Context: an optimization exercise on an open-source flow, tuned for small area. The choices shown serve that exercise and are no tape-out recipe. The RTL was checked by simulation tests, not by an equivalence proof against the original design. No driver is modelled on the clock port, so clocking that relies on it looks cheaper here than on a real chip. Power is estimated from default activity; no workload was simulated.

run A:
==> flow/design.v <==
module median_filter (
    input rst,
    input [7:0] image_input,
    input enable,
    input enable_process,
    input clk,
    output [7:0] image_output
);
    localparam Depth = 8;  
    localparam Width = 6;  
    localparam N = Depth*Width;
    reg [8*N-1:0] ring;
    reg [5:0] k;
    wire [8*N-1:0] ring_next;
    wire rotate = enable_process & ~enable;  
    wire shift = enable | enable_process;
    ring_step #(.N(N)) step (.ring(ring), .image_input(image_input),
        .load(enable), .rotate(rotate), .shift(shift), .hold(~shift),
        .ring_next(ring_next));
    always @(posedge clk)
        ring <= ring_next;
    always @(posedge clk, posedge rst) begin
        if (rst)
            k <= 6'b111111;
        else if (enable_process)
            k <= k + 6'd1;
    end
    wire top    = (k[2:0] == 3'd0);
    wire bottom = (k[2:0] == 3'd7);
    wire left   = (k[5:3] == 3'd0);
    wire right  = (k[5:3] == 3'd5);
    wire [7:0] x [0:8];
    wire [8:0] valid;
    assign x[0] = ring[7:0];  assign valid[0] = 1'b1;               
    assign x[1] = ring[15:8];  assign valid[1] = ~top;               
    assign x[2] = ring[383:376]; assign valid[2] = ~bottom;            
    assign x[3] = ring[71:64];  assign valid[3] = ~left;              
    assign x[4] = ring[327:320]; assign valid[4] = ~right;             
    assign x[5] = ring[79:72];  assign valid[5] = ~(top | left);      
    assign x[6] = ring[63:56];  assign valid[6] = ~(bottom | left);   
    assign x[7] = ring[335:328]; assign valid[7] = ~(top | right);     
    assign x[8] = ring[319:312]; assign valid[8] = ~(bottom | right);  
    function maj9(input [8:0] v);
        reg lo0, lo1, lo2, me0, me1, me2, hi0, hi1, hi2;
        begin
            lo0 = v[0] & v[1] & v[2]; me0 = (v[0] & v[1]) | (v[0] & v[2]) | (v[1] & v[2]); hi0 = v[0] | v[1] | v[2];
            lo1 = v[3] & v[4] & v[5]; me1 = (v[3] & v[4]) | (v[3] & v[5]) | (v[4] & v[5]); hi1 = v[3] | v[4] | v[5];
            lo2 = v[6] & v[7] & v[8]; me2 = (v[6] & v[7]) | (v[6] & v[8]) | (v[7] & v[8]); hi2 = v[6] | v[7] | v[8];
            lo0 = lo0 | lo1 | lo2;
            me0 = (me0 & me1) | (me0 & me2) | (me1 & me2);
            hi0 = hi0 & hi1 & hi2;
            maj9 = (lo0 & me0) | (lo0 & hi0) | (me0 & hi0);
        end
    endfunction
    reg [8:0] e, lo, hi;
    reg [7:0] m;
    integer b;
    always @* begin
        lo = ~valid;
        hi = 9'd0;
        for (b = 7; b >= 0; b = b - 1) begin
            e = hi | (~lo & {x[8][b], x[7][b], x[6][b], x[5][b], x[4][b],
                             x[3][b], x[2][b], x[1][b], x[0][b]});
            m[b] = maj9(e);
            hi = hi | (e & {9{~m[b]}});
            lo = lo | (~e & {9{m[b]}});
        end
    end
    assign image_output = m;
endmodule
module ring_step #(parameter N = 48) (
    input [8*N-1:0] ring,
    input [7:0] image_input,
    input load,
    input rotate,
    input shift,
    input hold,
    output [8*N-1:0] ring_next
);
    assign ring_next[7:0] = ({8{load}} & image_input) | ({8{rotate}} & ring[8*N-1 -: 8]) |
                            ({8{hold}} & ring[7:0]);
    assign ring_next[8*N-1:8] = ({8*N-8{shift}} & ring[8*N-9:0]) | ({8*N-8{hold}} & ring[8*N-1:8]);
endmodule
==> flow/config.mk <==
export PLATFORM = sky130hd
export DESIGN_NAME = median_filter
export DESIGN_NICKNAME = median_filter
export VERILOG_FILES = /design/flow/design.v
export SDC_FILE = /design/flow/constraint.sdc
export NUM_CORES = 8
export LEC_CHECK = 0
export ABC_AREA = 1
export CAP_MARGIN = 20
export CORE_MARGIN = 2
export CORE_UTILIZATION = 60
export PLACE_DENSITY = 0.7
export SLEW_MARGIN = 20
export SYNTH_HIERARCHICAL = 1
==> flow/constraint.sdc <==
create_clock -name core_clock -period 50.0 [get_ports {clk}]
set_input_delay 10.0000 -clock core_clock [delete_from_list [all_inputs] [get_ports {clk}]]
set_output_delay 10.0000 -clock core_clock [all_outputs]
set_load 0.01 [all_outputs]
standard.sh (not shown) runs the stock make flow with config.mk's settings and CLKGATE_MAP_FILE= SYNTH_SCRIPT=/design/flow/synth_recipe.tcl, a recipe that flattens the netlist after the stock synthesis.
==> flow/flow/run.sh <==
#!/bin/bash
# Layout flow: the standard flow (standard.sh) with
#  - synthesis mapped by an area-oriented ABC script (flow/my_synth.tcl,
#    flow/area.abc); registers are the standard synthesis's,
#  - clock tree synthesis without dummy loads, with small clock buffers,
#  - the smallest buffer for the port buffers,
#  - no large buffers or inverters in the resizer's repairs (flow/small_bufs.tcl).
# Each tool writes its full log under orfs/logs/; make's output goes to run.log.
set -euo pipefail
W=$PWD
export MY_ABC_SCRIPT=$W/flow/area.abc
export FLOW_SYNTH_TCL=$W/synth_recipe.tcl
CTS="-sink_clustering_enable -repair_clock_nets -dont_use_dummy_load -buf_list sky130_fd_sc_hd__clkbuf_4 -sink_clustering_size 11 -sink_clustering_max_diameter 45"
HOOK=$W/flow/small_bufs.tcl
bash standard.sh SYNTH_SCRIPT=$W/flow/my_synth.tcl "CTS_ARGS=$CTS" \
  "BUFFER_PORTS_ARGS=-buffer_cell sky130_fd_sc_hd__buf_1" \
  \
  finish > run.log 2>&1
==> flow/flow/area.abc <==
strash
&get -n
&deepsyn -I 4 -J 20 -S 1
&st
&dch
&nf -R 1000
&put
topo
==> flow/flow/my_synth.tcl <==
# The standard synthesis (synth_recipe.tcl, sourced unchanged below) with
# one change: the final technology mapping (the abc command of ORFS's
# synth.tcl) uses the area-oriented ABC script MY_ABC_SCRIPT in place of
# ORFS's, without ABC's buffering and up-sizing. Registers are mapped before
# this step (dfflibmap), so they are the standard synthesis's.
proc abc {args} {
  set i [lsearch -exact $args -script]
  if {$i >= 0} { lset args [expr {$i + 1}] $::env(MY_ABC_SCRIPT) }
  puts "abc with $::env(MY_ABC_SCRIPT): $args"
  yosys abc {*}$args
}
source $::env(FLOW_SYNTH_TCL)
==> flow/flow/small_bufs.tcl <==
set_dont_use [get_lib_cells {sky130_fd_sc_hd__buf_6 sky130_fd_sc_hd__buf_8 sky130_fd_sc_hd__buf_12 sky130_fd_sc_hd__buf_16 sky130_fd_sc_hd__bufinv_8 sky130_fd_sc_hd__bufinv_16 sky130_fd_sc_hd__bufbuf_8 sky130_fd_sc_hd__bufbuf_16 sky130_fd_sc_hd__inv_8 sky130_fd_sc_hd__inv_12 sky130_fd_sc_hd__inv_16}]
Run A completed end to end with timing, DRC and antenna clean.
Input-level comparison between run B and run A:
-- flow/flow/run.sh --
<<< run A, line 17
  \
  finish > run.log 2>&1
>>> run B, line 17
  PRE_GLOBAL_PLACE_TCL=$HOOK PRE_RESIZE_TCL=$HOOK PRE_CTS_TCL=$HOOK \
  PRE_GLOBAL_ROUTE_TCL=$HOOK PRE_DETAIL_ROUTE_TCL=$HOOK finish > run.log 2>&1
==> results.txt <==
On placed wire-length estimate: between run A and run B, it ends up higher for run A.
Summary of run B over run A: critical path data required time shows no meaningful change; portion of the clock cycle consumed by the worst path in the final layout shows an increase of 0.52 points.
Sort run A and run B by worst hold slack asc -> top: run B
Between run A and run B, the global-route usage does not differ in any meaningful way.
Summary of run B over run A: final core utilization level, setup slack moved down, non-clock buffer count moved up, net switching fraction of the power level, wire length on met2 moved down.
[run B vs run A] clock period minus worst slack: higher in run B
--- input diff run B..run C ---
-- flow/flow/run.sh --
<<< run B, line 7
#  - no large buffers or inverters in the resizer's repairs (flow/small_bufs.tcl).
>>> run C, line 7
<<< run B, line 14
HOOK=$W/flow/small_bufs.tcl
>>> run C, line 13
<<< run B, line 17
  PRE_GLOBAL_PLACE_TCL=$HOOK PRE_RESIZE_TCL=$HOOK PRE_CTS_TCL=$HOOK \
  PRE_GLOBAL_ROUTE_TCL=$HOOK PRE_DETAIL_ROUTE_TCL=$HOOK finish > run.log 2>&1
>>> run C, line 15
  finish > run.log 2>&1
removed: flow/flow/small_bufs.tcl
- Run B and run C ended up with roughly the same netlist area before placement.
- Summary of the comparison: critical path arrival is lower in run C, relative to run B.
- NOTE: fmax in run C exceeds that of run B
- Count of mapped cells out of synthesis: run B vs run C identical
- The area growth from synthesis to final layout of run C is lower than that of run B.
- Detail-routed net length per standard cell (run C vs. run B) increases slightly
- When run C is measured against run B, its critical path depth turns out about 6.5% lower.
- Number of placed instances, taps included delta (run B -> run C): insignificant
- From run B to run C the numbers moved as follows: total met3 wirelength after detailed routing shrank by 54 um; number of nets at the end of the flow now sits at about the same level.
Inputs modified between run C and run D:
-- flow/flow/run.sh --
<<< run C, line 12
CTS="-sink_clustering_enable -repair_clock_nets -dont_use_dummy_load -buf_list sky130_fd_sc_hd__clkbuf_4 -sink_clustering_size 11 -sink_clustering_max_diameter 45"
>>> run D, line 12
CTS="-sink_clustering_enable -repair_clock_nets -dont_use_dummy_load -buf_list sky130_fd_sc_hd__clkbuf_4 -sink_clustering_size 12 -sink_clustering_max_diameter 55"
Findings:
The higher routed via count came out of run C.
On wire length, run D tracks run C almost exactly.
Between run D and run C, share of total power in the clock network is lower for run D, run C comes in above that.
Comparing setup slack for run D and run C, the bigger number came from run C.
Comparing run D against run C, there is no change at all in placeable core region.
Cmp run D vs run C: clock power lower in run D
Power on run D is down relative to run C.
Diff run D..run C | pre-CTS setup slack | unchanged
The higher via count of the first global-routing pass of run D and run C is in run C.

========
RTL: the design.v shown in full above, as it stands there.
clock: 50.0 ns
lec_check: 0
abc_area: 1
cap_margin: 20
core_margin: 2
core_utilization: 60
gpl_routability_driven: 0
gpl_timing_driven: 0
place_density: 0.7
slew_margin: 20
synth_hierarchical: 1
==> flow/flow/run.sh <==
#!/bin/bash
# Layout flow: the standard flow (standard.sh) with
#  - synthesis mapped by an area-oriented ABC script (flow/my_synth.tcl),
#  - clock tree synthesis without dummy loads, with small clock buffers,
#  - the smallest buffer for the port buffers.
# Each tool writes its full log under orfs/logs/; make's output goes to run.log.
set -euo pipefail
W=$PWD
export MY_ABC_SCRIPT=$W/flow/area.abc
export FLOW_SYNTH_TCL=$W/synth_recipe.tcl
CTS="-sink_clustering_enable -repair_clock_nets -dont_use_dummy_load -buf_list sky130_fd_sc_hd__clkbuf_8 -sink_clustering_size 18 -sink_clustering_max_diameter 80"
bash standard.sh SYNTH_SCRIPT=$W/flow/my_synth.tcl "CTS_ARGS=$CTS" \
  "BUFFER_PORTS_ARGS=-buffer_cell sky130_fd_sc_hd__buf_1" finish > run.log 2>&1
Scripts as last shown in full above: flow/flow/area.abc, flow/flow/my_synth.tcl
Next try:
--- a/flow/flow/run.sh
+++ b/flow/flow/run.sh
@@ -10,3 +10,3 @@
 export FLOW_SYNTH_TCL=$W/synth_recipe.tcl
-CTS="-sink_clustering_enable -repair_clock_nets -dont_use_dummy_load -buf_list sky130_fd_sc_hd__clkbuf_8 -sink_clustering_size 18 -sink_clustering_max_diameter 80"
+CTS="-sink_clustering_enable -repair_clock_nets -dont_use_dummy_load -buf_list sky130_fd_sc_hd__clkbuf_16 -sink_clustering_size 30 -sink_clustering_max_diameter 100"
 bash standard.sh SYNTH_SCRIPT=$W/flow/my_synth.tcl "CTS_ARGS=$CTS" \
The new run went through all stages and came out clean.
Combinational power barely changes.
Synthesized area is unchanged.
Synthesized cell count is unchanged.
Next try:
==> flow/flow/run.sh (replaced) <==
#!/bin/bash
# Layout flow: the standard flow (standard.sh) with
#  - synthesis mapped by an area-oriented ABC script (flow/my_synth.tcl,
#    flow/area.abc); registers are the standard synthesis's,
#  - clock tree synthesis without dummy loads, with small clock buffers,
#  - the smallest buffer for the port buffers,
# Each tool writes its full log under orfs/logs/; make's output goes to run.log.
set -euo pipefail
W=$PWD
export MY_ABC_SCRIPT=$W/flow/area.abc
export FLOW_SYNTH_TCL=$W/synth_recipe.tcl
CTS="-sink_clustering_enable -repair_clock_nets -dont_use_dummy_load -buf_list sky130_fd_sc_hd__clkbuf_8 -sink_clustering_size 20 -sink_clustering_max_diameter 60"
bash standard.sh SYNTH_SCRIPT=$W/flow/my_synth.tcl "CTS_ARGS=$CTS" \
  "BUFFER_PORTS_ARGS=-buffer_cell sky130_fd_sc_hd__buf_1" \
  finish > run.log 2>&1
- GPL_ROUTABILITY_DRIVEN: 0 -> default
- GPL_TIMING_DRIVEN: 0 -> default
The changed run ran to the end with no violations.
Cell count is higher by 0.33%.
Maximum frequency is higher by 3.9%.
Power is lower by 1.8%.

## static timing again, ports no longer ideal
In the flow no input, the clock included, has a driving cell. The finished layouts below were timed again as built, in two steps. Step 1, drivers: a clkbuf_16 drives clk and a buf_2 each remaining input, both assumed. Step 2 times the ports against the registers' clock, not the clock port: input delays grow and output delays shrink by t, the midpoint of the rising clock arrivals with the driver on. Slacks: ideal / step 1 / step 2; pairs: ideal / step 1.
run | shift t [ns] | slack for setup (ns) | worst register clock-pin slew, ns | worst data-port slew with drivers (ns) | cell pins on the clock port's net
run A | 0.681 | 24.637 / 24.595 / 25.276 | 0.12 / 0.12 | 0.03 | 1
run B | 0.681 | 24.376 / 24.332 / 25.014 | 0.11 / 0.11 | 0.03 | 1
run C | 0.681 | 24.637 / 24.595 / 25.276 | 0.12 / 0.12 | 0.03 | 1
run D | 0.679 | 24.606 / 24.564 / 25.243 | 0.12 / 0.12 | 0.03 | 1
the first run of note 2 | 0.589 | 23.711 / 23.671 / 24.260 | 0.11 / 0.11 | 0.03 | 1
the second run of note 2 | 0.549 | 23.805 / 23.757 / 24.306 | 0.11 / 0.11 | 0.03 | 1
the third run of note 2 | 0.584 | 24.777 / 24.735 / 25.318 | 0.11 / 0.11 | 0.03 | 1
After both steps setup and hold are still met in every run listed.
